This design comes from an exercise in tuning for small area and a short achievable clock period on the open sky130 flow, not from production work. Where RTL was checked, it was by simulation tests only, not by an equivalence proof against the original. No functional check of the RTL was part of runs 1 and 2. Power is estimated from default activity; no workload was simulated.

**design/flow/flow/run.sh**
```bash
#!/bin/bash
# The standard layout (standard.sh) with two changes:
#  - the port buffers that placement inserts start as the smallest buffer;
#  - after the standard synthesis, combinational cells that abc sized up are set back to
#    drive strength 1 (same function and pins), before floorplan; the flow's repair steps
#    size up again the ones that need it. Registers are not touched.
set -euo pipefail
RES=$PWD/orfs/results/$FLOW_PLATFORM/MAC/base
ARGS=("BUFFER_PORTS_ARGS=-buffer_cell sky130_fd_sc_hd__buf_1")
bash standard.sh "${ARGS[@]}" $RES/1_2_yosys.v > synth.log 2>&1
python3 flow/downsize.py $RES/1_2_yosys.v > downsize.log 2>&1
bash standard.sh "${ARGS[@]}" finish > layout.log 2>&1
```
**design/flow/flow/downsize.py**
```python
# Set abc-upsized combinational cells of the synthesized netlist back to drive strength 1.
import re,sys,collections
path=sys.argv[1]
lib=open('/OpenROAD-flow-scripts/flow/platforms/sky130hd/lib/sky130_fd_sc_hd__tt_025C_1v80.lib').read()
cells=set(re.findall(r'cell \("(sky130_fd_sc_hd__\w+)"\)',lib))
KEEP=('df','dl','sdf','edf','conb','clk','tap','fill','decap','diode','buf','inv','lpflow','probe','ebuf','einv','mux2i')
v=open(path).read()
cnt=collections.Counter()
def sub(m):
    name,base,size=m.group(0),m.group(1),m.group(2)
    short=base.replace('sky130_fd_sc_hd__','')
    if size=='1' or any(short.startswith(k) for k in KEEP): return name
    new='%s_1'%base
    if new not in cells: return name
    cnt[name+' -> '+new]+=1
    return new
v2=re.sub(r'\b(sky130_fd_sc_hd__[a-z0-9]+)_(\d+)\b(?=\s+\S+\s*\()',sub,v)
open(path,'w').write(v2)
for k,n in sorted(cnt.items()): print(n,k)
```
**design/flow/standard.sh**
```bash
#!/bin/bash
# synth_recipe.tcl (not shown) runs the flow's synth.tcl, then flattens the netlist and writes it again
# the make line also repeats each setting of config.mk as NAME=value (left out here)
make -C /OpenROAD-flow-scripts/flow DESIGN_CONFIG=/design/flow/config.mk WORK_HOME=/design/flow/orfs CLKGATE_MAP_FILE= SYNTH_SCRIPT=/design/flow/synth_recipe.tcl "${@:-finish}"
```
**design/flow/config.mk**
```make
export PLATFORM = sky130hd
export DESIGN_NAME = MAC
export DESIGN_NICKNAME = MAC
export VERILOG_FILES = /design/flow/design.v
export SDC_FILE = /design/flow/constraint.sdc
export NUM_CORES = 4
export LEC_CHECK = 0
export CAP_MARGIN = 20
export CORE_MARGIN = 2
export CORE_UTILIZATION = 40
export SETUP_SLACK_MARGIN = 2.85
export SLEW_MARGIN = 20
export SYNTH_HIERARCHICAL = 1
export SYNTH_MINIMUM_KEEP_SIZE = 0
```
**design/flow/constraint.sdc**
```tcl
create_clock -name core_clock -period 5.5 [get_ports {clk}]
set_input_delay 1.1000 -clock core_clock [delete_from_list [all_inputs] [get_ports {clk}]]
set_output_delay 1.1000 -clock core_clock [all_outputs]
set_load 0.01 [all_outputs]
```
**design/flow/design.v**
```verilog
module halfAdder ( a ,b ,sum ,carry );
output sum ;
output carry ;
input a ;
input b ;
assign  sum = a ^ b ;  
assign  carry = a & b;
endmodule
module halfAdderN ( a ,b ,sum ,carry );
output sum ;
output carry ;
input a ;
input b ;
g_xnor2 x0 (a, b, sum);
g_or2 o0 (a, b, carry);
endmodule
module fullAdder (input a ,b ,cin ,
output sum ,carry );
assign  sum = a ^ b ^ cin;  
assign  carry = (a&b) | (b&cin) | (cin&a);
endmodule
module fullAdderF (input a ,b ,cin ,
output sum ,carry );
wire t;
g_xor2 x0 (a, b, t);
g_xor2 x1 (t, cin, sum);
g_maj3 m0 (a, b, cin, carry);
endmodule
module fullAdderFN (input a ,b ,cin ,
output sum ,carry );
wire t, n0, n1, n2;
g_xor2 x0 (a, b, t);
g_xor2 x1 (t, cin, sum);
g_nand2 m0 (a, b, n0);
g_nand2 m1 (b, cin, n1);
g_nand2 m2 (a, cin, n2);
g_nand3 m3 (n0, n1, n2, carry);
endmodule
module adder4( a ,b ,cin, sum ,carry );
output [3:0] sum ;
output carry ;
input [3:0] a ;
input [3:0] b ;
input cin;
wire [2:0]s;
fullAdder u0 (a[0],b[0],1'b0,sum[0],s[0]);
fullAdder u1 (a[1],b[1],s[0],sum[1],s[1]);
fullAdder u2 (a[2],b[2],s[1],sum[2],s[2]);
fullAdder u3 (a[3],b[3],s[2],sum[3],carry);
endmodule
module alpha_adder16(a,b,cin,sum,carry );
output [15:0] sum ;
output carry ;
input [15:0] a ;
input [15:0] b ;
input cin;
wire [2:0]c;
adder4 a0 (a[3:0],b[3:0],0,sum[3:0],c[0]);
adder4 a1 (a[7:4],b[7:4],c[0],sum[7:4],c[1]);
adder4 a2 (a[11:8],b[11:8],c[1],sum[11:8],c[2]);
adder4 a3 (a[15:12],b[15:12],c[2],sum[15:12],carry);
endmodule
`timescale 1ns / 1ps
module reg_in(clk,in,out);
input clk;
input [7:0]in;
output reg [7:0]out;
always@(posedge clk)
begin
	out<=in;
end
endmodule
module PPG(X,Y,p00,p01,p02,p03,p04,p05,p06,p07,p10,p11,p12,p13,p14,p15,p16,p17,p20,p21,p22,p23,p24,p25,
          p26,p27,p30,p31,p32,p33,p34,p35,p36,p37,p40,p41,p42,p43,p44,p45,p46,p47,p50,p51,p52,p53,
          p54,p55,p56,p57,p60,p61,p62,p63,p64,p65,p66,p67,p70,p71,p72,p73,p74,p75,p76,p77);
      input [7:0] X;
      input [7:0] Y;
		output p00,p01,p02,p03,p04,p05,p06,p07,p10,p11,p12,p13,p14,p15,p16,p17,p20,p21,p22,p23,p24,p25,
           p26,p27,p30,p31,p32,p33,p34,p35,p36,p37,p40,p41,p42,p43,p44,p45,p46,p47,p50,p51,p52,p53,
           p54,p55,p56,p57,p60,p61,p62,p63,p64,p65,p66,p67,p70,p71,p72,p73,p74,p75,p76,p77;
	 assign     p10 = X[1] & Y[0];
    assign     p20 = X[2] & Y[0];
    assign     p30 = X[3] & Y[0];
    assign     p40 = X[4] & Y[0];
    assign     p50 = X[5] & Y[0];
    assign     p60 = X[6] & Y[0];
    assign     p70 = X[7] & Y[0];
    assign     p01 = X[0] & Y[1];
    assign     p11 = X[1] & Y[1];
    assign     p21 = X[2] & Y[1];
    assign     p31 = X[3] & Y[1];
    assign     p41 = X[4] & Y[1];
    assign     p51 = X[5] & Y[1];
    assign     p61 = X[6] & Y[1];
    assign     p71 = X[7] & Y[1];
    assign     p00 = X[0] & Y[0];
    assign     p02 = X[0] & Y[2];
    assign     p12 = X[1] & Y[2];
    assign     p22 = X[2] & Y[2];
    assign     p32 = X[3] & Y[2];
    assign     p42 = X[4] & Y[2];
    assign     p52 = X[5] & Y[2];
    assign     p62 = X[6] & Y[2];
    assign     p72 = X[7] & Y[2];
    assign     p03 = X[0] & Y[3];
    assign     p13 = X[1] & Y[3];
    assign     p23 = X[2] & Y[3];
    assign     p33 = X[3] & Y[3];
    assign     p43 = X[4] & Y[3];
    assign     p53 = X[5] & Y[3];
    assign     p63 = X[6] & Y[3];
    assign     p73 = X[7] & Y[3];
    assign     p04 = X[0] & Y[4];
    assign     p14 = X[1] & Y[4];
    assign     p24 = X[2] & Y[4];
    assign     p34 = X[3] & Y[4];
    assign     p44 = X[4] & Y[4];
    assign     p54 = X[5] & Y[4];
    assign     p64 = X[6] & Y[4];
    assign     p74 = X[7] & Y[4];
    assign     p05 = X[0] & Y[5];
    assign     p15 = X[1] & Y[5];
    assign     p25 = X[2] & Y[5];
    assign     p35 = X[3] & Y[5];
    assign     p45 = X[4] & Y[5];
    assign     p55 = X[5] & Y[5];
    assign     p65 = X[6] & Y[5];
    assign     p75 = X[7] & Y[5];
    assign     p06 = X[0] & Y[6];
    assign     p16 = X[1] & Y[6];
    assign     p26 = X[2] & Y[6];
    assign     p36 = X[3] & Y[6];
    assign     p46 = X[4] & Y[6];
    assign     p56 = X[5] & Y[6];
    assign     p66 = X[6] & Y[6];
    assign     p76 = X[7] & Y[6];
    assign     p07 = X[0] & Y[7];
    assign     p17 = X[1] & Y[7];
    assign     p27 = X[2] & Y[7];
    assign     p37 = X[3] & Y[7];
    assign     p47 = X[4] & Y[7];
    assign     p57 = X[5] & Y[7];
    assign     p67 = X[6] & Y[7];
    assign     p77 = X[7] & Y[7];
endmodule
module PPR(p00,p01,p02,p03,p04,p05,p06,p07,p10,p11,p12,p13,p14,p15,p16,p17,p20,p21,p22,p23,p24,p25,
          p26,p27,p30,p31,p32,p33,p34,p35,p36,p37,p40,p41,p42,p43,p44,p45,p46,p47,p50,p51,p52,p53,
          p54,p55,p56,p57,p60,p61,p62,p63,p64,p65,p66,p67,p70,p71,p72,p73,p74,p75,p76,p77,row1,row2);
input     p00,p01,p02,p03,p04,p05,p06,p07,p10,p11,p12,p13,p14,p15,p16,p17,p20,p21,p22,p23,p24,p25,
          p26,p27,p30,p31,p32,p33,p34,p35,p36,p37,p40,p41,p42,p43,p44,p45,p46,p47,p50,p51,p52,p53,
          p54,p55,p56,p57,p60,p61,p62,p63,p64,p65,p66,p67,p70,p71,p72,p73,p74,p75,p76,p77;
	 output [15:0] row1;
    output [15:0] row2;	 
     wire  [42:1] s;
     wire  [42:1] c;
 	  halfAdder  h1(p60,p51,s[1],c[1]);
     fullAdder  h2(p70,p61,p52,s[2],c[2]);
     halfAdder  h3(p43,p34,s[3],c[3]);
     fullAdder  h4(p62,p53,p44,s[4],c[4]);
     halfAdder  h5(p26,p35,s[5],c[5]);
     fullAdder  h6(p36,p45,p54,s[6],c[6]);
    halfAdder  h7(p31,p40,s[7],c[7]);
    halfAdder  h8(p14,p23,s[8],c[8]);
    fullAdder  h9(p32,p50,p41,s[9],c[9]);
    fullAdder  h10(p06,p15,p24,s[10],c[10]);
    fullAdder  h11(p33,p42,s[1],s[11],c[11]);
    fullAdder  h12(p07,p16,p25,s[12],c[12]);    
    fullAdder  h13(s[2],s[3],c[1],s[13],c[13]);
    fullAdder  h14(p71,p17,s[5],s[14],c[14]);
    fullAdder  h15(c[2],s[4],c[3],s[15],c[15]);
    fullAdder  h16(p63,p27,p72 ,s[16],c[16]);
    fullAdder  h17(s[6],c[4], c[5],s[17],c[17]);
    fullAdder  h18(p55,p64,p73,s[18],c[18]);
    fullAdder  h19(p37,p46,c[6],s[19],c[19]);
    fullAdder  h20(p56,p65,p74,s[20],c[20]);
    halfAdder  h21(p21,p30,s[21],c[21]);
    fullAdder  h22(p13,p22,s[7],s[22],c[22]);
    fullAdder  h23(s[8],s[9],c[7],s[23],c[23]);
    fullAdder  h24(s[11],c[8],c[9],s[24],c[24]);
    fullAdder  h25(s[13],c[10],c[11],s[25],c[25]);
    fullAdder  h26(s[15],c[12],c[13],s[26],c[26]);
    fullAdder  h27(s[17],c[14],c[15],s[27],c[27]);
    fullAdder  h28(s[19],c[16],c[17],s[28],c[28]);
    fullAdder  h29(c[18],c[19],p47,s[29],c[29]);
    fullAdder  h30(p66,p75,c[20],s[30],c[30]);
    halfAdder  h31(p11,p20,s[31],c[31]);
    fullAdder  h32(p03,p12,s[21],s[32],c[32]);
    fullAdder  h33(p04,c[21],s[22],s[33],c[33]);
    fullAdder  h34(p05,s[23],c[22],s[34],c[34]);
    fullAdder  h35(s[10],s[24],c[23],s[35],c[35]);
    fullAdder  h36(s[12],s[25],c[24],s[36],c[36]);
    fullAdder  h37(s[14],s[26],c[25],s[37],c[37]);
    fullAdder  h38(s[16],s[27],c[26],s[38],c[38]);
    fullAdder  h40(s[18],s[28],c[27],s[39],c[39]);
    fullAdder  h41(s[20],s[29],c[28],s[40],c[40]);
    fullAdder  h42(p57,s[30],c[29],s[41],c[41]);
    fullAdder  h43(p67,p76,c[30],s[42],c[42]);
    assign row1[0] = p00;
    assign row1[1] = p01;
    assign row1[2] = p02;
    assign row1[3] = s[32];
    assign row1[4] = s[33];
    assign row1[5] = s[34];
    assign row1[6] = s[35];
    assign row1[7] = s[36];
    assign row1[8] = s[37];
    assign row1[9] = s[38];
    assign row1[10]= s[39];
    assign row1[11]= s[40];
    assign row1[12]= s[41];
    assign row1[13]= s[42];
    assign row1[14]= p77;
    assign row1[15]= 0;
    assign row2[0] = 0;
    assign row2[1] = p10;
    assign row2[2] = s[31];
    assign row2[3] = c[31];
    assign row2[4] = c[32];
    assign row2[5] = c[33];
    assign row2[6] = c[34];
    assign row2[7] = c[35];
    assign row2[8] = c[36];
    assign row2[9] = c[37];
    assign row2[10]= c[38];
    assign row2[11]= c[39];
    assign row2[12]= c[40];
    assign row2[13]= c[41];
    assign row2[14]= c[42];
    assign row2[15]= 0;
endmodule
`timescale 1ns / 1ps
module MAC(clk, reset, X, Y, reg_Pro);
  input clk, reset;
  input [7:0] X;
  input [7:0] Y;
  output reg [15:0] reg_Pro;
  wire p00_d = ~(X[0] & Y[0]);
  wire p01_d = ~(X[0] & Y[1]);
  wire p02_d = ~(X[0] & Y[2]);
  wire p03_d = ~(X[0] & Y[3]);
  wire p04_d = ~(X[0] & Y[4]);
  wire p05_d = ~(X[0] & Y[5]);
  wire p06_d = ~(X[0] & Y[6]);
  wire p07_d = ~(X[0] & Y[7]);
  wire p10_d = ~(X[1] & Y[0]);
  wire p11_d = ~(X[1] & Y[1]);
  wire p12_d = ~(X[1] & Y[2]);
  wire p13_d = ~(X[1] & Y[3]);
  wire p14_d = ~(X[1] & Y[4]);
  wire p15_d = ~(X[1] & Y[5]);
  wire p16_d = ~(X[1] & Y[6]);
  wire p17_d = ~(X[1] & Y[7]);
  wire p20_d = ~(X[2] & Y[0]);
  wire p21_d = ~(X[2] & Y[1]);
  wire p22_d = ~(X[2] & Y[2]);
  wire p23_d = ~(X[2] & Y[3]);
  wire p24_d = ~(X[2] & Y[4]);
  wire p25_d = ~(X[2] & Y[5]);
  wire p26_d = ~(X[2] & Y[6]);
  wire p27_d = ~(X[2] & Y[7]);
  wire p30_d = ~(X[3] & Y[0]);
  wire p31_d = ~(X[3] & Y[1]);
  wire p32_d = ~(X[3] & Y[2]);
  wire p33_d = ~(X[3] & Y[3]);
  wire p34_d = ~(X[3] & Y[4]);
  wire p35_d = ~(X[3] & Y[5]);
  wire p36_d = ~(X[3] & Y[6]);
  wire p37_d = ~(X[3] & Y[7]);
  wire p40_d = ~(X[4] & Y[0]);
  wire p41_d = ~(X[4] & Y[1]);
  wire p42_d = ~(X[4] & Y[2]);
  wire p43_d = ~(X[4] & Y[3]);
  wire p44_d = ~(X[4] & Y[4]);
  wire p45_d = ~(X[4] & Y[5]);
  wire p46_d = ~(X[4] & Y[6]);
  wire p47_d = ~(X[4] & Y[7]);
  wire p50_d = ~(X[5] & Y[0]);
  wire p51_d = ~(X[5] & Y[1]);
  wire p52_d = ~(X[5] & Y[2]);
  wire p53_d = ~(X[5] & Y[3]);
  wire p54_d = ~(X[5] & Y[4]);
  wire p55_d = ~(X[5] & Y[5]);
  wire p56_d = ~(X[5] & Y[6]);
  wire p57_d = ~(X[5] & Y[7]);
  wire p60_d = ~(X[6] & Y[0]);
  wire p61_d = ~(X[6] & Y[1]);
  wire p62_d = ~(X[6] & Y[2]);
  wire p63_d = ~(X[6] & Y[3]);
  wire p64_d = ~(X[6] & Y[4]);
  wire p65_d = ~(X[6] & Y[5]);
  wire p66_d = ~(X[6] & Y[6]);
  wire p67_d = ~(X[6] & Y[7]);
  wire p70_d = ~(X[7] & Y[0]);
  wire p71_d = ~(X[7] & Y[1]);
  wire p72_d = ~(X[7] & Y[2]);
  wire p73_d = ~(X[7] & Y[3]);
  wire p74_d = ~(X[7] & Y[4]);
  wire p75_d = ~(X[7] & Y[5]);
  wire p76_d = ~(X[7] & Y[6]);
  wire p77_d = ~(X[7] & Y[7]);
  wire s1_d, c1_d;
  halfAdderN u_s1(p60_d, p51_d, s1_d, c1_d);
  wire s2_d, c2_d;
  fullAdderFN h2(p70_d, p61_d, p52_d, s2_d, c2_d);
  wire s3_d, c3_d;
  halfAdderN u_s3(p43_d, p34_d, s3_d, c3_d);
  wire s4_d, c4_d;
  fullAdderFN h4(p62_d, p53_d, p44_d, s4_d, c4_d);
  wire s5_d, c5_d;
  halfAdderN u_s5(p26_d, p35_d, s5_d, c5_d);
  wire s6_d, c6_d;
  fullAdderFN h6(p36_d, p45_d, p54_d, s6_d, c6_d);
  wire s7_d, c7_d;
  halfAdderN u_s7(p31_d, p40_d, s7_d, c7_d);
  wire s8_d, c8_d;
  halfAdderN u_s8(p14_d, p23_d, s8_d, c8_d);
  wire s9_d, c9_d;
  fullAdder h9(p32_d, p50_d, p41_d, s9_d, c9_d);
  wire s10_d, c10_d;
  fullAdder h10(p06_d, p15_d, p24_d, s10_d, c10_d);
  wire s11_d, c11_d;
  fullAdderFN h11(p33_d, p42_d, s1_d, s11_d, c11_d);
  wire s12_d, c12_d;
  fullAdder h12(p07_d, p16_d, p25_d, s12_d, c12_d);
  wire s13_d, c13_d;
  fullAdderFN h13(c1_d, s3_d, s2_d, s13_d, c13_d);
  wire s14_d, c14_d;
  fullAdderFN h14(p71_d, p17_d, s5_d, s14_d, c14_d);
  wire s15_d, c15_d;
  fullAdderFN h15(c3_d, c2_d, s4_d, s15_d, c15_d);
  wire s16_d, c16_d;
  fullAdder h16(p63_d, p27_d, p72_d, s16_d, c16_d);
  wire s17_d, c17_d;
  fullAdderFN h17(c5_d, c4_d, s6_d, s17_d, c17_d);
  wire s18_d, c18_d;
  fullAdder h18(p55_d, p64_d, p73_d, s18_d, c18_d);
  wire s19_d, c19_d;
  fullAdderFN h19(p37_d, p46_d, c6_d, s19_d, c19_d);
  wire s20_d, c20_d;
  fullAdder h20(p56_d, p65_d, p74_d, s20_d, c20_d);
  wire s21_d, c21_d;
  halfAdderN u_s21(p21_d, p30_d, s21_d, c21_d);
  wire s22_d, c22_d;
  fullAdder h22(p13_d, p22_d, s7_d, s22_d, c22_d);
  wire s23_d, c23_d;
  fullAdder h23(s8_d, s9_d, c7_d, s23_d, c23_d);
  wire s24_d, c24_d;
  fullAdderFN h24(c8_d, c9_d, s11_d, s24_d, c24_d);
  wire s25_d, c25_d;
  fullAdderFN h25(c10_d, c11_d, s13_d, s25_d, c25_d);
  wire s26_d, c26_d;
  fullAdderFN h26(c12_d, c13_d, s15_d, s26_d, c26_d);
  wire s27_d, c27_d;
  fullAdderFN h27(c14_d, c15_d, s17_d, s27_d, c27_d);
  wire s28_d, c28_d;
  fullAdderFN h28(c16_d, s19_d, c17_d, s28_d, c28_d);
  wire s29_d, c29_d;
  fullAdderFN h29(p47_d, c18_d, c19_d, s29_d, c29_d);
  wire s30_d, c30_d;
  fullAdder h30(p66_d, p75_d, c20_d, s30_d, c30_d);
  wire s31_d, c31_d;
  halfAdderN u_s31(p11_d, p20_d, s31_d, c31_d);
  wire s32_d, c32_d;
  fullAdder h32(p03_d, p12_d, s21_d, s32_d, c32_d);
  wire s33_d, c33_d;
  fullAdder h33(p04_d, c21_d, s22_d, s33_d, c33_d);
  wire s34_d, c34_d;
  fullAdderFN h34(p05_d, c22_d, s23_d, s34_d, c34_d);
  wire s35_d, c35_d;
  fullAdderFN h35(s10_d, c23_d, s24_d, s35_d, c35_d);
  wire s36_d, c36_d;
  fullAdderFN h36(s12_d, c24_d, s25_d, s36_d, c36_d);
  wire s37_d, c37_d;
  fullAdderFN h37(s14_d, c25_d, s26_d, s37_d, c37_d);
  wire s38_d, c38_d;
  fullAdderFN h38(s16_d, c26_d, s27_d, s38_d, c38_d);
  wire s39_d, c39_d;
  fullAdderFN h40(s18_d, c27_d, s28_d, s39_d, c39_d);
  wire s40_d, c40_d;
  fullAdderFN h41(s20_d, s29_d, c28_d, s40_d, c40_d);
  wire s41_d, c41_d;
  fullAdderFN h42(p57_d, s30_d, c29_d, s41_d, c41_d);
  wire s42_d, c42_d;
  fullAdderFN h43(p67_d, p76_d, c30_d, s42_d, c42_d);
  wire [3:0] a0_d = {~s32_d,~p02_d,~p01_d,~p00_d} + {~c31_d,~s31_d,~p10_d,1'b0};
  reg c32_q, s33_q, c33_q, s34_q, c34_q, s35_q, c35_q, s36_q, c36_q, s37_q, c37_q, s38_q, c38_q, s39_q, c39_q, s40_q, c40_q, s41_q, c41_q, s42_q, c42_q, p77_q;
  reg [3:0] a0_q;
  always @(posedge clk) begin
    c32_q <= c32_d;
    s33_q <= s33_d;
    c33_q <= c33_d;
    s34_q <= s34_d;
    c34_q <= c34_d;
    s35_q <= s35_d;
    c35_q <= c35_d;
    s36_q <= s36_d;
    c36_q <= c36_d;
    s37_q <= s37_d;
    c37_q <= c37_d;
    s38_q <= s38_d;
    c38_q <= c38_d;
    s39_q <= s39_d;
    c39_q <= c39_d;
    s40_q <= s40_d;
    c40_q <= c40_d;
    s41_q <= s41_d;
    c41_q <= c41_d;
    s42_q <= s42_d;
    c42_q <= c42_d;
    p77_q <= p77_d;
    a0_q <= a0_d;
  end
  wire c32 = c32_q;
  wire s33 = s33_q;
  wire c33 = c33_q;
  wire s34 = s34_q;
  wire c34 = c34_q;
  wire s35 = s35_q;
  wire c35 = c35_q;
  wire s36 = s36_q;
  wire c36 = c36_q;
  wire s37 = s37_q;
  wire c37 = c37_q;
  wire s38 = s38_q;
  wire c38 = c38_q;
  wire s39 = s39_q;
  wire c39 = c39_q;
  wire s40 = s40_q;
  wire c40 = c40_q;
  wire s41 = s41_q;
  wire c41 = c41_q;
  wire s42 = s42_q;
  wire c42 = c42_q;
  wire p77 = p77_q;
  wire [15:4] row1 = {1'b0,~p77,~s42,~s41,~s40,~s39,~s38,~s37,~s36,~s35,~s34,~s33};
  wire [15:4] row2 = {1'b0,~c42,~c41,~c40,~c39,~c38,~c37,~c36,~c35,~c34,~c33,~c32};
  wire [3:0] dg1 = row1[7:4] & row2[7:4];
  wire [3:0] dt1 = row1[7:4] | row2[7:4];
  wire d1 = dg1[3] | (dt1[3] & dg1[2]) | (dt1[3] & dt1[2] & dg1[1]) | (dt1[3] & dt1[2] & dt1[1] & dg1[0]);
  wire [3:0] dg2 = row1[11:8] & row2[11:8];
  wire [3:0] dt2 = row1[11:8] | row2[11:8];
  wire d2 = dg2[3] | (dt2[3] & dg2[2]) | (dt2[3] & dt2[2] & dg2[1]) | (dt2[3] & dt2[2] & dt2[1] & dg2[0]);
  wire [15:4] cs_s, cs_c;
  wire cs_sn4, cs_cn4;
  fullAdder u_cs4(~reg_Pro[4], s33, c32, cs_sn4, cs_cn4);
  assign cs_s[4] = ~cs_sn4;
  assign cs_c[4] = ~cs_cn4;
  wire cs_sn5, cs_cn5;
  fullAdder u_cs5(~reg_Pro[5], s34, c33, cs_sn5, cs_cn5);
  assign cs_s[5] = ~cs_sn5;
  assign cs_c[5] = ~cs_cn5;
  wire cs_sn6, cs_cn6;
  fullAdder u_cs6(~reg_Pro[6], s35, c34, cs_sn6, cs_cn6);
  assign cs_s[6] = ~cs_sn6;
  assign cs_c[6] = ~cs_cn6;
  wire cs_sn7, cs_cn7;
  fullAdder u_cs7(~reg_Pro[7], s36, c35, cs_sn7, cs_cn7);
  assign cs_s[7] = ~cs_sn7;
  assign cs_c[7] = ~cs_cn7;
  wire cs_sn8, cs_cn8;
  fullAdder u_cs8(~reg_Pro[8], s37, c36, cs_sn8, cs_cn8);
  assign cs_s[8] = ~cs_sn8;
  assign cs_c[8] = ~cs_cn8;
  wire cs_sn9, cs_cn9;
  fullAdder u_cs9(~reg_Pro[9], s38, c37, cs_sn9, cs_cn9);
  assign cs_s[9] = ~cs_sn9;
  assign cs_c[9] = ~cs_cn9;
  wire cs_sn10, cs_cn10;
  fullAdder u_cs10(~reg_Pro[10], s39, c38, cs_sn10, cs_cn10);
  assign cs_s[10] = ~cs_sn10;
  assign cs_c[10] = ~cs_cn10;
  wire cs_sn11, cs_cn11;
  fullAdder u_cs11(~reg_Pro[11], s40, c39, cs_sn11, cs_cn11);
  assign cs_s[11] = ~cs_sn11;
  assign cs_c[11] = ~cs_cn11;
  wire cs_sn12, cs_cn12;
  fullAdder u_cs12(~reg_Pro[12], s41, c40, cs_sn12, cs_cn12);
  assign cs_s[12] = ~cs_sn12;
  assign cs_c[12] = ~cs_cn12;
  wire cs_sn13, cs_cn13;
  fullAdder u_cs13(~reg_Pro[13], s42, c41, cs_sn13, cs_cn13);
  assign cs_s[13] = ~cs_sn13;
  assign cs_c[13] = ~cs_cn13;
  wire cs_sn14, cs_cn14;
  fullAdder u_cs14(~reg_Pro[14], p77, c42, cs_sn14, cs_cn14);
  assign cs_s[14] = ~cs_sn14;
  assign cs_c[14] = ~cs_cn14;
  assign cs_s[15] = reg_Pro[15];
  assign cs_c[15] = 1'b0;
  wire cs_sn15 = ~reg_Pro[15];
  wire cs_cn15 = 1'b1;
  wire gv1 = cs_c[7] & ~d1;
  wire pv1 = cs_c[7] | ~d1;
  wire gv2 = cs_c[11] & ~d2;
  wire pv2 = cs_c[11] | ~d2;
  wire hg0, hp0;
  halfAdder u_gp0(reg_Pro[0], a0_q[0], hp0, hg0);
  wire hg1, hp1;
  halfAdder u_gp1(reg_Pro[1], a0_q[1], hp1, hg1);
  wire hg2, hp2;
  halfAdder u_gp2(reg_Pro[2], a0_q[2], hp2, hg2);
  wire hg3, hp3;
  halfAdder u_gp3(reg_Pro[3], a0_q[3], hp3, hg3);
  wire hg5, hp5;
  g_xor2 u_hp5(cs_sn5, cs_cn4, hp5);
  g_nor2 u_hg5(cs_sn5, cs_cn4, hg5);
  wire hg6, hp6;
  g_xor2 u_hp6(cs_sn6, cs_cn5, hp6);
  g_nor2 u_hg6(cs_sn6, cs_cn5, hg6);
  wire hg7, hp7;
  g_xor2 u_hp7(cs_sn7, cs_cn6, hp7);
  g_nor2 u_hg7(cs_sn7, cs_cn6, hg7);
  wire hg9, hp9;
  g_xor2 u_hp9(cs_sn9, cs_cn8, hp9);
  g_nor2 u_hg9(cs_sn9, cs_cn8, hg9);
  wire hg10, hp10;
  g_xor2 u_hp10(cs_sn10, cs_cn9, hp10);
  g_nor2 u_hg10(cs_sn10, cs_cn9, hg10);
  wire hg11, hp11;
  g_xor2 u_hp11(cs_sn11, cs_cn10, hp11);
  g_nor2 u_hg11(cs_sn11, cs_cn10, hg11);
  wire hg13, hp13;
  g_xor2 u_hp13(cs_sn13, cs_cn12, hp13);
  g_nor2 u_hg13(cs_sn13, cs_cn12, hg13);
  wire hg14, hp14;
  g_xor2 u_hp14(cs_sn14, cs_cn13, hp14);
  g_nor2 u_hg14(cs_sn14, cs_cn13, hg14);
  wire hg15, hp15;
  g_xor2 u_hp15(cs_sn15, cs_cn14, hp15);
  g_nor2 u_hg15(cs_sn15, cs_cn14, hg15);
  wire w1;
  g_a21oi u_w1(hp1, hg0, hg1, w1);
  wire w2;
  g_inv u_w2(w1, w2);
  wire w3;
  g_a21oi u_w3(hp2, w2, hg2, w3);
  wire w4;
  g_inv u_w4(w3, w4);
  wire w5;
  g_a21oi u_w5(hp3, w4, hg3, w5);
  wire w6;
  g_inv u_w6(cs_sn4, w6);
  wire w7;
  g_nand2 u_w7(hp5, w6, w7);
  wire w8;
  g_a21oi u_w8(hp6, hg5, hg6, w8);
  wire w9;
  g_inv u_w9(w7, w9);
  wire w10;
  g_nand2 u_w10(hp6, w9, w10);
  wire w11;
  g_a21oi u_w11(hp7, hg6, hg7, w11);
  wire w12;
  g_nand2 u_w12(hp7, hp6, w12);
  wire w13;
  g_inv u_w13(hg5, w13);
  wire w14;
  g_o21ai u_w14(w12, w13, w11, w14);
  wire w15;
  g_nor2 u_w15(w12, w7, w15);
  wire w16;
  g_a21oi u_w16(pv1, w14, gv1, w16);
  wire w17;
  g_nand2 u_w17(pv1, w15, w17);
  wire w18;
  g_inv u_w18(cs_sn8, w18);
  wire w19;
  g_nand2 u_w19(hp9, w18, w19);
  wire w20;
  g_a21oi u_w20(hp10, hg9, hg10, w20);
  wire w21;
  g_inv u_w21(w19, w21);
  wire w22;
  g_nand2 u_w22(hp10, w21, w22);
  wire w23;
  g_a21oi u_w23(hp11, hg10, hg11, w23);
  wire w24;
  g_nand2 u_w24(hp11, hp10, w24);
  wire w25;
  g_inv u_w25(hg9, w25);
  wire w26;
  g_o21ai u_w26(w24, w25, w23, w26);
  wire w27;
  g_nor2 u_w27(w24, w19, w27);
  wire w28;
  g_a21oi u_w28(pv2, w26, gv2, w28);
  wire w29;
  g_nand2 u_w29(pv2, w27, w29);
  wire w30;
  g_inv u_w30(cs_sn12, w30);
  wire w31;
  g_nand2 u_w31(hp13, w30, w31);
  wire w32;
  g_a21oi u_w32(hp14, hg13, hg14, w32);
  wire w33;
  g_inv u_w33(w31, w33);
  wire w34;
  g_nand2 u_w34(hp14, w33, w34);
  wire w35;
  g_o21ai u_w35(w17, w5, w16, w35);
  wire w36;
  g_o21ai u_w36(w29, w16, w28, w36);
  wire w37;
  g_nor2 u_w37(w29, w17, w37);
  wire w38;
  g_inv u_w38(w5, w38);
  wire w39;
  g_a21oi u_w39(w37, w38, w36, w39);
  wire w40;
  g_nand2 u_w40(w6, w38, w40);
  wire w41;
  g_a21oi u_w41(w9, w38, hg5, w41);
  wire w42;
  g_o21ai u_w42(w10, w5, w8, w42);
  wire w43;
  g_nand2 u_w43(w18, w35, w43);
  wire w44;
  g_a21oi u_w44(w21, w35, hg9, w44);
  wire w45;
  g_inv u_w45(w35, w45);
  wire w46;
  g_o21ai u_w46(w22, w45, w20, w46);
  wire w47;
  g_nor2 u_w47(cs_sn12, w39, w47);
  wire w48;
  g_inv u_w48(w39, w48);
  wire w49;
  g_a21oi u_w49(w33, w48, hg13, w49);
  wire w50;
  g_o21ai u_w50(w34, w39, w32, w50);
  wire [15:0] nxt;
  wire w51;
  g_inv u_w51(hp0, w51);
  g_nor2 u_rst0(w51, reset, nxt[0]);
  wire w52;
  g_xnor2 u_w52(hp1, hg0, w52);
  g_nor2 u_rst1(w52, reset, nxt[1]);
  wire w53;
  g_xnor2 u_w53(hp2, w2, w53);
  g_nor2 u_rst2(w53, reset, nxt[2]);
  wire w54;
  g_xnor2 u_w54(hp3, w4, w54);
  g_nor2 u_rst3(w54, reset, nxt[3]);
  wire w55;
  g_xnor2 u_w55(w6, w38, w55);
  g_nor2 u_rst4(w55, reset, nxt[4]);
  wire w56;
  g_xor2 u_w56(hp5, w40, w56);
  g_nor2 u_rst5(w56, reset, nxt[5]);
  wire w57;
  g_xor2 u_w57(hp6, w41, w57);
  g_nor2 u_rst6(w57, reset, nxt[6]);
  wire w58;
  g_xnor2 u_w58(hp7, w42, w58);
  g_nor2 u_rst7(w58, reset, nxt[7]);
  wire w59;
  g_xnor2 u_w59(w18, w35, w59);
  g_nor2 u_rst8(w59, reset, nxt[8]);
  wire w60;
  g_xor2 u_w60(hp9, w43, w60);
  g_nor2 u_rst9(w60, reset, nxt[9]);
  wire w61;
  g_xor2 u_w61(hp10, w44, w61);
  g_nor2 u_rst10(w61, reset, nxt[10]);
  wire w62;
  g_xnor2 u_w62(hp11, w46, w62);
  g_nor2 u_rst11(w62, reset, nxt[11]);
  wire w63;
  g_xnor2 u_w63(w30, w48, w63);
  g_nor2 u_rst12(w63, reset, nxt[12]);
  wire w64;
  g_xnor2 u_w64(hp13, w47, w64);
  g_nor2 u_rst13(w64, reset, nxt[13]);
  wire w65;
  g_xor2 u_w65(hp14, w49, w65);
  g_nor2 u_rst14(w65, reset, nxt[14]);
  wire w66;
  g_xnor2 u_w66(hp15, w50, w66);
  g_nor2 u_rst15(w66, reset, nxt[15]);
  always @(posedge clk) reg_Pro <= nxt;
endmodule
module g_inv (input a, output y);
  assign y = ~a;
endmodule
module g_nand2 (input a, b, output y);
  assign y = ~(a & b);
endmodule
module g_nor2 (input a, b, output y);
  assign y = ~(a | b);
endmodule
module g_xor2 (input a, b, output y);
  assign y = a ^ b;
endmodule
module g_xnor2 (input a, b, output y);
  assign y = ~(a ^ b);
endmodule
module g_a21oi (input a1, a2, b1, output y);
  assign y = ~((a1 & a2) | b1);
endmodule
module g_o21ai (input a1, a2, b1, output y);
  assign y = ~((a1 | a2) & b1);
endmodule
module g_or2 (input a, b, output y);
  assign y = a | b;
endmodule
module g_maj3 (input a, b, c, output y);
  assign y = (a & b) | (b & c) | (c & a);
endmodule
module g_a21boi (input a1, a2, b1n, output y);
  assign y = ~((a1 & a2) | ~b1n);
endmodule
module g_o21bai (input a1, a2, b1n, output y);
  assign y = ~((a1 | a2) & ~b1n);
endmodule
module g_nor2b (input a, bn, output y);
  assign y = ~(a | ~bn);
endmodule
module g_nand3 (input a, b, c, output y);
  assign y = ~(a & b & c);
endmodule
```
==> impl_metrics.yaml, run 1 <==
run_status:
  outcome: "complete, no violations"
placement:
  port_buffers: 33
  dpl.cell_count: 566
  gp_congestion: 0.8141
  place_ws_ns: 2.373
  dp_hpwl_um: 5328
floorplanning:
  rows: 33
  pin_count: 34
  dieArea_um2: 8975
  core_region_area_um2: 8093
  die_y_um: 94.74
  fp.dieW_um: 94.74
  start_util_pct: 40.69
layout:
  nNetsFinal: 514
  antenna_cells: 0
  ff_latch_area_um2: 840.8
  synthToLayoutAreaGrowth_pct: 13.18
  fin_cells: 574
  fin_util_pct: 46.06
  multi_input_area_um2: 2406
  regMostFlops: "reg_Pro"
  layout-drive-gt1-share_pct: 7.676
  mostFrequentLayoutCell: "nand2_1"
  reg_top3: "reg_Pro (16), a0_q (4)"
  largest_reg_flops: 16
  n_fill_cell: 825
  final_cell_mix: "143 x nand2_1, 53 x xor2_1, 42 x dfxtp_1, 30 x nor2_1, 27 x inv_1"
worst_hold_path:
  hp-class: "reg2reg"
  hold_start: "a0_q[0]"
routing:
  via_per_inst: 4.699
  routed_wl_um: 6428
  postRouteAntennaNets: 0
  firstDrtPassIters: 4
  num_vias: 2697
  wire_per_inst_um: 11.20
  drc_errors: 0
  drtIter0Drc: 118
grt:
  grt_pass1_wl_um: 11030
  grt_pass1_vias: 2530
  grt.overflow.total: 0
  gr-usage-all-layers_pct: 15.38
  antenna_found_initial: 0
  grt_max_degree: 17
pwr:
  power.leakage_nw: 1.659
  power.density_nw_per_um2: 452.7
  ir_drop_mv: 0.1503
clock_tree:
  h-tree-depth: 2
  clk_path_buf_depth: 2
  cts_tree: "done"
  clkLatencyLatePin_ns: 0.29
  cts_buffers: 5
  cts-root-buf: "clkbuf_8"
  cts.reportedPaths.clkPinSlew_ns: 0.08
  cts.sinks: 42
sta:
  max_freq_ghz: 0.3962
  skew_ns: 0.002304
  setup_ws_ns: 2.976
  rsz0062_at_grt: "yes"
  maxSlewHeadroom_pct: 55.39
  finalHoldViolCount: 0
  tightest_slew_ns: 0.6691
  finalSetupViolCount: 0
  fin_crit_sh_pct: 45.89
  fin_tns_setup_ns: 0
  period_needed_ns: 2.524
  slew_viol_final: 0
setup_path:
  crit_chain: "buf_2 -> nand2_1 -> nand2_1 -> nand3_1 -> xor2_2 -> xor2_2 -> nand2_1 -> nand3_1 -> xor2_1 -> xor2_1"
  arrival_ns: 2.74
  criticalPathCategory: "in2reg"
  critPathLaunchType: "input port"
  crit_slowest_cell: "xor2_2"
  slowest_delay_ns: 0.26
  worstSetupStartpoint: "Y[3]"
  crit_buf_inv: 1
  cp_max_fo: 8
  path_delay_family: "XOR/XNOR gates"
  r2r_start: "reg_Pro[6]"
  crit_top_cell: "nand2_1"
  required_ns: 5.72
  endpoint_kind: "flop"
job:
  maxCapViolCount: 0
synth:
  netlist_instances: 439
  yosys_warnings: 7
  synth_nets: 485
  syn-cell-area_um2: 3293
  avgSynthCellArea_um2: 7.501
metal layers:
| metal | vias to the layer above | share of wire [%] | track usage, % |
|---|---|---|---|
| met2 | 59 | 47 | 26.06 |
| met1 | 1216 | 48 | 20.69 |
| met3 | 2 | 4.0 | 1.995 |
| li1 | 1420 | - | - |
| met4 | 0 | 0.40 | 3.986 |
| met5 | - | 0 | 0 |
report_power, final:
group	internal (mW)	total (mW)	switching, mW
logic	0.408	0.975	0.567
registers	0.404	0.477	0.0726
clock network	0.136	0.236	0.0997
stage by stage:
stage | total power, mW | hold WS [ns] | cell area (um2)
after floorplan | 1.271 | 0.5191 | 3327
final | 1.687 | 0.5676 | 3727
after CTS | 1.691 | 0.5748 | 3628
after detailed placement | 1.449 | 0.5524 | 3512
after global routing | 1.869 | 0.6322 | 3727
after global placement | 1.427 | 0.5501 | 3512
timing repair:
action,in CTS,in global routing
setup buffers,0,0
pin swaps,0,5
gates resized for setup,8,20
endpoints found under the setup margin,7,12
hold buffers,0,0
cell type report:
type                    instances  area share [%]
clock buffers                   7           2.048
clock inverters                 1          0.8056
inverters                      27           2.719
multi-input cells             359           64.55
flip-flops and latches         42           22.56
well taps                     105           3.525
repair buffers                 33           3.793
path summary, 6_finish.rpt:
check | to | slack, ns | depth (start not counted)
setup / recovery | s39_q | 2.98 | 10
hold / removal | reg_Pro[0] | 0.57 | 3
setup reg to reg | reg_Pro[11] | 3.04 | 11
hold reg to reg | reg_Pro[0] | 0.57 | 3
worst register-to-register path: stages (launching register included):
cell     delay, ns
dfxtp_1       0.33
inv_1         0.07
fa_1          0.58
xor2_1        0.31
nand2_1       0.12
nor2_1        0.10
nand2_1       0.08
o21ai_1       0.31
inv_1         0.07
o21ai_1       0.18
xnor2_1       0.13
nor2_1        0.05
==> inputs of run 2 (changes only) <==
--- a/design/flow/design.v
+++ b/design/flow/design.v
@@ -302,13 +302,13 @@
   halfAdderN u_s1(p60_d, p51_d, s1_d, c1_d);
   wire s2_d, c2_d;
-  fullAdderFN h2(p70_d, p61_d, p52_d, s2_d, c2_d);
+  fullAdderF h2(p70_d, p61_d, p52_d, s2_d, c2_d);
   wire s3_d, c3_d;
   halfAdderN u_s3(p43_d, p34_d, s3_d, c3_d);
   wire s4_d, c4_d;
-  fullAdderFN h4(p62_d, p53_d, p44_d, s4_d, c4_d);
+  fullAdderF h4(p62_d, p53_d, p44_d, s4_d, c4_d);
   wire s5_d, c5_d;
   halfAdderN u_s5(p26_d, p35_d, s5_d, c5_d);
   wire s6_d, c6_d;
-  fullAdderFN h6(p36_d, p45_d, p54_d, s6_d, c6_d);
+  fullAdderF h6(p36_d, p45_d, p54_d, s6_d, c6_d);
   wire s7_d, c7_d;
   halfAdderN u_s7(p31_d, p40_d, s7_d, c7_d);
@@ -320,21 +320,21 @@
   fullAdder h10(p06_d, p15_d, p24_d, s10_d, c10_d);
   wire s11_d, c11_d;
-  fullAdderFN h11(p33_d, p42_d, s1_d, s11_d, c11_d);
+  fullAdderF h11(p33_d, p42_d, s1_d, s11_d, c11_d);
   wire s12_d, c12_d;
   fullAdder h12(p07_d, p16_d, p25_d, s12_d, c12_d);
   wire s13_d, c13_d;
-  fullAdderFN h13(c1_d, s3_d, s2_d, s13_d, c13_d);
+  fullAdderF h13(c1_d, s3_d, s2_d, s13_d, c13_d);
   wire s14_d, c14_d;
-  fullAdderFN h14(p71_d, p17_d, s5_d, s14_d, c14_d);
+  fullAdderF h14(p71_d, p17_d, s5_d, s14_d, c14_d);
   wire s15_d, c15_d;
-  fullAdderFN h15(c3_d, c2_d, s4_d, s15_d, c15_d);
+  fullAdderF h15(c3_d, c2_d, s4_d, s15_d, c15_d);
   wire s16_d, c16_d;
   fullAdder h16(p63_d, p27_d, p72_d, s16_d, c16_d);
   wire s17_d, c17_d;
-  fullAdderFN h17(c5_d, c4_d, s6_d, s17_d, c17_d);
+  fullAdderF h17(c5_d, c4_d, s6_d, s17_d, c17_d);
   wire s18_d, c18_d;
   fullAdder h18(p55_d, p64_d, p73_d, s18_d, c18_d);
   wire s19_d, c19_d;
-  fullAdderFN h19(p37_d, p46_d, c6_d, s19_d, c19_d);
+  fullAdderF h19(p37_d, p46_d, c6_d, s19_d, c19_d);
   wire s20_d, c20_d;
   fullAdder h20(p56_d, p65_d, p74_d, s20_d, c20_d);
@@ -346,15 +346,15 @@
   fullAdder h23(s8_d, s9_d, c7_d, s23_d, c23_d);
   wire s24_d, c24_d;
-  fullAdderFN h24(c8_d, c9_d, s11_d, s24_d, c24_d);
+  fullAdderF h24(c8_d, c9_d, s11_d, s24_d, c24_d);
   wire s25_d, c25_d;
-  fullAdderFN h25(c10_d, c11_d, s13_d, s25_d, c25_d);
+  fullAdderF h25(c10_d, c11_d, s13_d, s25_d, c25_d);
   wire s26_d, c26_d;
-  fullAdderFN h26(c12_d, c13_d, s15_d, s26_d, c26_d);
+  fullAdderF h26(c12_d, c13_d, s15_d, s26_d, c26_d);
   wire s27_d, c27_d;
-  fullAdderFN h27(c14_d, c15_d, s17_d, s27_d, c27_d);
+  fullAdderF h27(c14_d, c15_d, s17_d, s27_d, c27_d);
   wire s28_d, c28_d;
-  fullAdderFN h28(c16_d, s19_d, c17_d, s28_d, c28_d);
+  fullAdderF h28(c16_d, s19_d, c17_d, s28_d, c28_d);
   wire s29_d, c29_d;
-  fullAdderFN h29(p47_d, c18_d, c19_d, s29_d, c29_d);
+  fullAdderF h29(p47_d, c18_d, c19_d, s29_d, c29_d);
   wire s30_d, c30_d;
   fullAdder h30(p66_d, p75_d, c20_d, s30_d, c30_d);
@@ -366,21 +366,21 @@
   fullAdder h33(p04_d, c21_d, s22_d, s33_d, c33_d);
   wire s34_d, c34_d;
-  fullAdderFN h34(p05_d, c22_d, s23_d, s34_d, c34_d);
+  fullAdderF h34(p05_d, c22_d, s23_d, s34_d, c34_d);
   wire s35_d, c35_d;
-  fullAdderFN h35(s10_d, c23_d, s24_d, s35_d, c35_d);
+  fullAdderF h35(s10_d, c23_d, s24_d, s35_d, c35_d);
   wire s36_d, c36_d;
-  fullAdderFN h36(s12_d, c24_d, s25_d, s36_d, c36_d);
+  fullAdderF h36(s12_d, c24_d, s25_d, s36_d, c36_d);
   wire s37_d, c37_d;
-  fullAdderFN h37(s14_d, c25_d, s26_d, s37_d, c37_d);
+  fullAdderF h37(s14_d, c25_d, s26_d, s37_d, c37_d);
   wire s38_d, c38_d;
-  fullAdderFN h38(s16_d, c26_d, s27_d, s38_d, c38_d);
+  fullAdderF h38(s16_d, c26_d, s27_d, s38_d, c38_d);
   wire s39_d, c39_d;
-  fullAdderFN h40(s18_d, c27_d, s28_d, s39_d, c39_d);
+  fullAdderF h40(s18_d, c27_d, s28_d, s39_d, c39_d);
   wire s40_d, c40_d;
-  fullAdderFN h41(s20_d, s29_d, c28_d, s40_d, c40_d);
+  fullAdderF h41(s20_d, s29_d, c28_d, s40_d, c40_d);
   wire s41_d, c41_d;
-  fullAdderFN h42(p57_d, s30_d, c29_d, s41_d, c41_d);
+  fullAdderF h42(p57_d, s30_d, c29_d, s41_d, c41_d);
   wire s42_d, c42_d;
-  fullAdderFN h43(p67_d, p76_d, c30_d, s42_d, c42_d);
+  fullAdderF h43(p67_d, p76_d, c30_d, s42_d, c42_d);
   wire [3:0] a0_d = {~s32_d,~p02_d,~p01_d,~p00_d} + {~c31_d,~s31_d,~p10_d,1'b0};
   reg c32_q, s33_q, c33_q, s34_q, c34_q, s35_q, c35_q, s36_q, c36_q, s37_q, c37_q, s38_q, c38_q, s39_q, c39_q, s40_q, c40_q, s41_q, c41_q, s42_q, c42_q, p77_q;
@@ -443,45 +443,45 @@
   wire [15:4] cs_s, cs_c;
   wire cs_sn4, cs_cn4;
-  fullAdder u_cs4(~reg_Pro[4], s33, c32, cs_sn4, cs_cn4);
+  fullAdderF u_cs4(s33, c32, ~reg_Pro[4], cs_sn4, cs_cn4);
   assign cs_s[4] = ~cs_sn4;
   assign cs_c[4] = ~cs_cn4;
   wire cs_sn5, cs_cn5;
-  fullAdder u_cs5(~reg_Pro[5], s34, c33, cs_sn5, cs_cn5);
+  fullAdderF u_cs5(s34, c33, ~reg_Pro[5], cs_sn5, cs_cn5);
   assign cs_s[5] = ~cs_sn5;
   assign cs_c[5] = ~cs_cn5;
   wire cs_sn6, cs_cn6;
-  fullAdder u_cs6(~reg_Pro[6], s35, c34, cs_sn6, cs_cn6);
+  fullAdderF u_cs6(s35, c34, ~reg_Pro[6], cs_sn6, cs_cn6);
   assign cs_s[6] = ~cs_sn6;
   assign cs_c[6] = ~cs_cn6;
   wire cs_sn7, cs_cn7;
-  fullAdder u_cs7(~reg_Pro[7], s36, c35, cs_sn7, cs_cn7);
+  fullAdderF u_cs7(s36, c35, ~reg_Pro[7], cs_sn7, cs_cn7);
   assign cs_s[7] = ~cs_sn7;
   assign cs_c[7] = ~cs_cn7;
   wire cs_sn8, cs_cn8;
-  fullAdder u_cs8(~reg_Pro[8], s37, c36, cs_sn8, cs_cn8);
+  fullAdderF u_cs8(s37, c36, ~reg_Pro[8], cs_sn8, cs_cn8);
   assign cs_s[8] = ~cs_sn8;
   assign cs_c[8] = ~cs_cn8;
   wire cs_sn9, cs_cn9;
-  fullAdder u_cs9(~reg_Pro[9], s38, c37, cs_sn9, cs_cn9);
+  fullAdderF u_cs9(s38, c37, ~reg_Pro[9], cs_sn9, cs_cn9);
   assign cs_s[9] = ~cs_sn9;
   assign cs_c[9] = ~cs_cn9;
   wire cs_sn10, cs_cn10;
-  fullAdder u_cs10(~reg_Pro[10], s39, c38, cs_sn10, cs_cn10);
+  fullAdderF u_cs10(s39, c38, ~reg_Pro[10], cs_sn10, cs_cn10);
   assign cs_s[10] = ~cs_sn10;
   assign cs_c[10] = ~cs_cn10;
   wire cs_sn11, cs_cn11;
-  fullAdder u_cs11(~reg_Pro[11], s40, c39, cs_sn11, cs_cn11);
+  fullAdderF u_cs11(s40, c39, ~reg_Pro[11], cs_sn11, cs_cn11);
   assign cs_s[11] = ~cs_sn11;
   assign cs_c[11] = ~cs_cn11;
   wire cs_sn12, cs_cn12;
-  fullAdder u_cs12(~reg_Pro[12], s41, c40, cs_sn12, cs_cn12);
+  fullAdderF u_cs12(s41, c40, ~reg_Pro[12], cs_sn12, cs_cn12);
   assign cs_s[12] = ~cs_sn12;
   assign cs_c[12] = ~cs_cn12;
   wire cs_sn13, cs_cn13;
-  fullAdder u_cs13(~reg_Pro[13], s42, c41, cs_sn13, cs_cn13);
+  fullAdderF u_cs13(s42, c41, ~reg_Pro[13], cs_sn13, cs_cn13);
   assign cs_s[13] = ~cs_sn13;
   assign cs_c[13] = ~cs_cn13;
   wire cs_sn14, cs_cn14;
-  fullAdder u_cs14(~reg_Pro[14], p77, c42, cs_sn14, cs_cn14);
+  fullAdderF u_cs14(p77, c42, ~reg_Pro[14], cs_sn14, cs_cn14);
   assign cs_s[14] = ~cs_sn14;
   assign cs_c[14] = ~cs_cn14;
==> impl_metrics.yaml, run 2 <==
run_status:
  outcome: "complete, no violations"
floorplanning:
  start_util_pct: 41.53
  die_y_um: 93.80
  pin_count: 34
  rows: 32
  dieArea_um2: 8798
  fp.dieW_um: 93.80
  core_region_area_um2: 7767
placement:
  port_buffers: 33
  dpl.cell_count: 513
  dp_hpwl_um: 4896
  gp_congestion: 0.7978
sta:
  holdWs_ns: 0.5763
  max_freq_ghz: 0.3923
  maxSlewHeadroom_pct: 53.84
  slew_viol_final: 0
  finalSetupViolCount: 0
  rsz0062_at_grt: "yes"
  period_needed_ns: 2.549
  tightest_slew_ns: 0.6924
  finalHoldViolCount: 0
  fin_crit_sh_pct: 46.35
  skew_ns: 0.007981
  fin_tns_setup_ns: 0
synth:
  yosys_warnings: 7
  netlist_instances: 389
  avgSynthCellArea_um2: 8.292
  synth_nets: 424
  syn-cell-area_um2: 3226
layout:
  regMostFlops: "reg_Pro"
  antenna_cells: 0
  reg_top3: "reg_Pro (16), a0_q (4)"
  final_cell_mix: "84 x xor2_1, 61 x nand2_1, 42 x dfxtp_1, 30 x nor2_1, 27 x inv_1"
  nNetsFinal: 453
  synthToLayoutAreaGrowth_pct: 13.03
  largest_reg_flops: 16
  mostFrequentLayoutCell: "xor2_1"
  n_fill_cell: 799
  layout-drive-gt1-share_pct: 11.93
  fin_cells: 521
setup_path:
  arrival_ns: 2.72
  crit_slowest_cell: "maj3_2"
  endpoint_kind: "flop"
  slowest_delay_ns: 0.35
  cp_max_fo: 8
  criticalPathCategory: "in2reg"
  crit_top_cell: "xor2_1"
  crit_chain: "buf_2 -> nand2_1 -> or2_1 -> xor2_1 -> xor2_1 -> maj3_2 -> xor2_1 -> xor2_1"
  critPathLaunchType: "input port"
  required_ns: 5.67
grt:
  antenna_found_initial: 0
  grt_max_degree: 17
  gr-usage-all-layers_pct: 14.74
  grt_pass1_vias: 2266
  grt.overflow.total: 0
  grt_pass1_wl_um: 10440
clock_tree:
  ctsHoldBuffers: 0
  h-tree-depth: 2
  cts.sinks: 42
  clk_path_buf_depth: 2
  cts_buffers: 5
  cts_tree: "done"
  cts.reportedPaths.clkPinSlew_ns: 0.08
  cts-root-buf: "clkbuf_8"
  post_cts_buffers: 0
  clkLatencyLatePin_ns: 0.29
worst_hold_path:
  hp-class: "reg2reg"
pwr:
  power.density_nw_per_um2: 466.5
  power.leakage_nw: 1.413
  ir_drop_mv: 0.1390
  power_mw: 1.701
routing:
  via_per_inst: 4.660
  firstDrtPassIters: 4
  postRouteAntennaNets: 0
  num_vias: 2428
  drc_errors: 0
  routed_wl_um: 5958
  wire_per_inst_um: 11.44
  drtIter0Drc: 52
job:
  maxCapViolCount: 0
run 2: per-layer routing:
| metal | vias up | track usage (%) | routed length, um |
|---|---|---|---|
| met2 | 33 | 24.70 | 2756 |
| met4 | 0 | 3.986 | 82 |
| met3 | 6 | 2.327 | 152 |
| met5 | - | 0 | 0 |
| li1 | 1291 | - | - |
| met1 | 1098 | 19.66 | 2967 |
run 2: critical path, delay by kind of cell:
kind                       cells  cell delay (ns)
and+or+nand+nor                2             0.40
xor gates and xnor gates       4             0.64
adders and majority gates      1             0.35
buffers and inverters          1             0.22
run 2: power breakdown:
group | internal, mW | leakage, nW | switching, mW
registers | 0.409 | 0.351 | 0.0828
clock network | 0.0895 | 0.0452 | 0.100
logic | 0.439 | 1.02 | 0.580
run 2: cell type report:
type / count / area, um2 / area share, %
Inverter: 27 / 101.3 / 2.780
Multi-Input combinational cell: 309 / 2340 / 64.17
Tap cell: 102 / 127.6 / 3.500
Timing Repair Buffer: 33 / 150.1 / 4.118
Clock buffer: 6 / 72.57 / 1.990
Sequential cell: 42 / 840.8 / 23.06
Clock inverter: 2 / 13.76 / 0.3775
run 2: repair_timing:
action                                  CTS  global route
resized for setup                        13             5
endpoints found under the setup margin   18             6
pin swaps                                 0             1
run 2: worst paths after layout:
| check | start | to | slack, ns | cells past startpoint |
|---|---|---|---|---|
| worst min-delay path | a0_q[0] | reg_Pro[0] | 0.58 | 3 |
| worst min register to register | a0_q[0] | reg_Pro[0] | 0.58 | 3 |
| worst max-delay path | Y[3] | s38_q | 2.95 | 8 |
| worst max register to register | reg_Pro[6] | reg_Pro[14] | 3.12 | 12 |
run 2: through the flow:
stage                     worst slack [ns]  instance area (um2)  utilization [%]
final                                2.951                 3646            46.94
after detailed placement             2.352                 3526            45.39
after global routing                 2.839                 3646            46.94
after global placement               2.395                 3526            45.39
after floorplan                      2.832                 3475                -
after CTS                            2.914                 3628            46.71
==> inputs of run 3 (changes only) <==
--- a/design/flow/design.v
+++ b/design/flow/design.v
@@ -27,14 +27,4 @@
 g_maj3 m0 (a, b, cin, carry);
 endmodule
-module fullAdderFN (input a ,b ,cin ,
-output sum ,carry );
-wire t, n0, n1, n2;
-g_xor2 x0 (a, b, t);
-g_xor2 x1 (t, cin, sum);
-g_nand2 m0 (a, b, n0);
-g_nand2 m1 (b, cin, n1);
-g_nand2 m2 (a, cin, n2);
-g_nand3 m3 (n0, n1, n2, carry);
-endmodule
 module adder4( a ,b ,cin, sum ,carry );
 output [3:0] sum ;
@@ -443,45 +433,45 @@
   wire [15:4] cs_s, cs_c;
   wire cs_sn4, cs_cn4;
-  fullAdderF u_cs4(s33, c32, ~reg_Pro[4], cs_sn4, cs_cn4);
+  fullAdder u_cs4(~reg_Pro[4], s33, c32, cs_sn4, cs_cn4);
   assign cs_s[4] = ~cs_sn4;
   assign cs_c[4] = ~cs_cn4;
   wire cs_sn5, cs_cn5;
-  fullAdderF u_cs5(s34, c33, ~reg_Pro[5], cs_sn5, cs_cn5);
+  fullAdder u_cs5(~reg_Pro[5], s34, c33, cs_sn5, cs_cn5);
   assign cs_s[5] = ~cs_sn5;
   assign cs_c[5] = ~cs_cn5;
   wire cs_sn6, cs_cn6;
-  fullAdderF u_cs6(s35, c34, ~reg_Pro[6], cs_sn6, cs_cn6);
+  fullAdder u_cs6(~reg_Pro[6], s35, c34, cs_sn6, cs_cn6);
   assign cs_s[6] = ~cs_sn6;
   assign cs_c[6] = ~cs_cn6;
   wire cs_sn7, cs_cn7;
-  fullAdderF u_cs7(s36, c35, ~reg_Pro[7], cs_sn7, cs_cn7);
+  fullAdder u_cs7(~reg_Pro[7], s36, c35, cs_sn7, cs_cn7);
   assign cs_s[7] = ~cs_sn7;
   assign cs_c[7] = ~cs_cn7;
   wire cs_sn8, cs_cn8;
-  fullAdderF u_cs8(s37, c36, ~reg_Pro[8], cs_sn8, cs_cn8);
+  fullAdder u_cs8(~reg_Pro[8], s37, c36, cs_sn8, cs_cn8);
   assign cs_s[8] = ~cs_sn8;
   assign cs_c[8] = ~cs_cn8;
   wire cs_sn9, cs_cn9;
-  fullAdderF u_cs9(s38, c37, ~reg_Pro[9], cs_sn9, cs_cn9);
+  fullAdder u_cs9(~reg_Pro[9], s38, c37, cs_sn9, cs_cn9);
   assign cs_s[9] = ~cs_sn9;
   assign cs_c[9] = ~cs_cn9;
   wire cs_sn10, cs_cn10;
-  fullAdderF u_cs10(s39, c38, ~reg_Pro[10], cs_sn10, cs_cn10);
+  fullAdder u_cs10(~reg_Pro[10], s39, c38, cs_sn10, cs_cn10);
   assign cs_s[10] = ~cs_sn10;
   assign cs_c[10] = ~cs_cn10;
   wire cs_sn11, cs_cn11;
-  fullAdderF u_cs11(s40, c39, ~reg_Pro[11], cs_sn11, cs_cn11);
+  fullAdder u_cs11(~reg_Pro[11], s40, c39, cs_sn11, cs_cn11);
   assign cs_s[11] = ~cs_sn11;
   assign cs_c[11] = ~cs_cn11;
   wire cs_sn12, cs_cn12;
-  fullAdderF u_cs12(s41, c40, ~reg_Pro[12], cs_sn12, cs_cn12);
+  fullAdder u_cs12(~reg_Pro[12], s41, c40, cs_sn12, cs_cn12);
   assign cs_s[12] = ~cs_sn12;
   assign cs_c[12] = ~cs_cn12;
   wire cs_sn13, cs_cn13;
-  fullAdderF u_cs13(s42, c41, ~reg_Pro[13], cs_sn13, cs_cn13);
+  fullAdder u_cs13(~reg_Pro[13], s42, c41, cs_sn13, cs_cn13);
   assign cs_s[13] = ~cs_sn13;
   assign cs_c[13] = ~cs_cn13;
   wire cs_sn14, cs_cn14;
-  fullAdderF u_cs14(p77, c42, ~reg_Pro[14], cs_sn14, cs_cn14);
+  fullAdder u_cs14(~reg_Pro[14], p77, c42, cs_sn14, cs_cn14);
   assign cs_s[14] = ~cs_sn14;
   assign cs_c[14] = ~cs_cn14;
@@ -707,14 +697,2 @@
   assign y = (a & b) | (b & c) | (c & a);
 endmodule
-module g_a21boi (input a1, a2, b1n, output y);
-  assign y = ~((a1 & a2) | ~b1n);
-endmodule
-module g_o21bai (input a1, a2, b1n, output y);
-  assign y = ~((a1 | a2) & ~b1n);
-endmodule
-module g_nor2b (input a, bn, output y);
-  assign y = ~(a | ~bn);
-endmodule
-module g_nand3 (input a, b, c, output y);
-  assign y = ~(a & b & c);
-endmodule
--- a/design/flow/flow/downsize.py
+++ b/design/flow/flow/downsize.py
@@ -1,6 +1,7 @@
 # Set abc-upsized combinational cells of the synthesized netlist back to drive strength 1.
-import re,sys,collections
+import os,re,sys,collections
 path=sys.argv[1]
-lib=open('/OpenROAD-flow-scripts/flow/platforms/sky130hd/lib/sky130_fd_sc_hd__tt_025C_1v80.lib').read()
+flow_home=os.environ.get('FLOW_HOME','/OpenROAD-flow-scripts/flow')
+lib=open(flow_home+'/platforms/sky130hd/lib/sky130_fd_sc_hd__tt_025C_1v80.lib').read()
 cells=set(re.findall(r'cell \("(sky130_fd_sc_hd__\w+)"\)',lib))
 KEEP=('df','dl','sdf','edf','conb','clk','tap','fill','decap','diode','buf','inv','lpflow','probe','ebuf','einv','mux2i')
==> impl_metrics.yaml, run 3 <==
layout:
  largest_reg_flops: 16
  regMostFlops: "reg_Pro"
  layout-drive-gt1-share_pct: 12.63
  final_cell_mix: "62 x xor2_1, 61 x nand2_1, 42 x dfxtp_1, 30 x nor2_1, 27 x inv_1"
  antenna_cells: 0
  reg_top3: "reg_Pro (16), a0_q (4)"
  nNetsFinal: 442
  mostFrequentLayoutCell: "xor2_1"
  synthToLayoutAreaGrowth_pct: 13.18
synth:
  netlist_instances: 367
  syn-cell-area_um2: 3143
  avgSynthCellArea_um2: 8.564
  synth_nets: 413
  yosys_warnings: 7
clock_tree:
  cts.sinks: 42
  h-tree-depth: 2
  post_cts_buffers: 0
  cts_tree: "done"
  clkLatencyLatePin_ns: 0.29
  cts-root-buf: "clkbuf_8"
  cts.reportedPaths.clkPinSlew_ns: 0.08
  cts_buffers: 5
  clk_path_buf_depth: 2
  ctsHoldBuffers: 0
setup_path:
  crit_buf_inv: 1
  endpoint_kind: "flop"
  worstSetupStartpoint: "Y[1]"
  arrival_ns: 2.73
  r2r_start: "reg_Pro[6]"
  critPathLaunchType: "input port"
  path_delay_family: "XOR/XNOR gates"
  cp_max_fo: 8
  required_ns: 5.68
  slowest_delay_ns: 0.32
  crit_slowest_cell: "maj3_2"
  crit_chain: "buf_2 -> nand2_4 -> xor2_1 -> xor2_1 -> maj3_2 -> xor2_1 -> xor2_1 -> maj3_2"
  crit_top_cell: "xor2_1"
  criticalPathCategory: "in2reg"
sta:
  skew_ns: 0.008359
  slew_viol_final: 0
  holdWs_ns: 0.5755
  fin_tns_setup_ns: 0
  fin_crit_sh_pct: 46.29
  max_freq_ghz: 0.3928
  period_needed_ns: 2.546
  finalSetupViolCount: 0
  finalHoldViolCount: 0
  rsz0062_at_grt: "yes"
  maxSlewHeadroom_pct: 55.25
  tightest_slew_ns: 0.6713
placement:
  gp_congestion: 0.8112
  dp_hpwl_um: 4826
  port_buffers: 33
routing:
  drtIter0Drc: 53
  drc_errors: 0
  routed_wl_um: 5753
  wire_per_inst_um: 11.55
  firstDrtPassIters: 4
  via_per_inst: 4.659
  postRouteAntennaNets: 0
  num_vias: 2320
job:
  maxCapViolCount: 0
worst_hold_path:
  hp-class: "reg2reg"
  hold_start: "a0_q[0]"
grt:
  grt_pass1_wl_um: 10310
  grt_max_degree: 17
  grt.met3_usage_pct: 1.953
  grt_util_met2_pct: 24.57
  antenna_found_initial: 0
  gr-usage-all-layers_pct: 14.92
  grt_pass1_vias: 2210
  use_met1_pct: 20.29
  grt.busiest_layer: "met2"
  grt.overflow.total: 0
pwr:
  power.leakage_nw: 1.386
  ir_drop_mv: 0.1416
  power.density_nw_per_um2: 467.0
floorplanning:
  dieArea_um2: 8582
  rows: 32
  fp.dieW_um: 92.64
  pin_count: 34
  core_region_area_um2: 7687
  start_util_pct: 40.89
  die_y_um: 92.64
run_status:
  outcome: "complete, no violations"
-- run 3: what timing repair did --
item | in CTS | in global routing
pin swaps | 0 | 1
endpoints found under the setup margin | 17 | 9
resized for setup | 12 | 8
-- run 3: metal layers --
layer | share of wire (%) | up-vias | routed length (um)
met4 | 1.4 | 0 | 79
met1 | 49 | 1067 | 2822
li1 | - | 1213 | -
met3 | 2.7 | 4 | 158
met2 | 47 | 36 | 2692
met5 | 0 | - | 0
-- run 3: worst reg2reg max path, cell delays in order (launching register included) --
cell	delay, ns
dfxtp_1	0.33
inv_1	0.06
fa_1	0.56
xor2_1	0.30
nand2_1	0.11
nor2_1	0.10
nand2_1	0.07
o21ai_1	0.32
inv_1	0.08
o21ai_1	0.16
xnor2_1	0.13
nor2_1	0.05
-- run 3: path summary, 6_finish.rpt --
kind	endpoint	slack, ns	depth (start not counted)
max reg2reg	reg_Pro[11]	3.09	11
min reg2reg	reg_Pro[0]	0.58	3
max	c37_q	2.95	8
min	reg_Pro[0]	0.58	3
-- run 3: stage by stage --
stage	utilization, %	instance area (um2)	worst slack, ns	std cells	power (mW)
finish	46.27	3557	2.954	498	1.661
global route	46.27	3557	2.849	498	1.856
CTS	46.01	3537	2.886	498	1.682
detailed placement	44.79	3443	2.355	491	1.495
global placement	44.79	3443	2.399	491	1.472
floorplan	-	3392	2.832	367	1.322
-- run 3: power breakdown --
group          internal (mW)  switching, mW
registers              0.409         0.0762
clock network         0.0851         0.0967
logic                  0.432          0.562
total                  0.926          0.735
-- run 3: layout make-up --
cell class / count / area, um2
Multi-Input combinational cell: 287 / 2253
Fill cell: 783 / 4130
Sequential cell: 42 / 840.8
Clock inverter: 2 / 10.01
Clock buffer: 5 / 68.82
Timing Repair Buffer: 33 / 155.1
Tap cell: 102 / 127.6
Inverter: 27 / 101.3

## separate check: timing with driven ports
The results above use ideal ports. As a check the final layouts listed here were re-extracted and re-timed, cells and wires unchanged. Step 1, drivers: a clkbuf_16 drives clk and a buf_2 each remaining input, both assumed. Step 2 adds t to the input delays and takes it off the output delays; t is the mean of the earliest and latest rising clock arrival at the registers after step 1. Input paths then give back, and output paths get back, about the clock's delay inside the block. a / b / c = ideal / step 1 / step 2; a / b = the first two.
run	t (ns)	setup WS [ns]	hold slack, ns	pins driven straight from the clock port
run 1	0.310	2.976 / 2.982 / 2.671	0.568 / 0.568 / 0.568	1
run 2	0.308	2.951 / 2.957 / 2.649	0.576 / 0.576 / 0.576	1
run 3	0.314	2.954 / 2.962 / 2.648	0.575 / 0.575 / 0.575	1
After both steps every run listed still meets setup and hold. For run 3, which loses most, drivers alone change the setup slack by +0.008 ns; drivers and shift together by -0.306 ns.
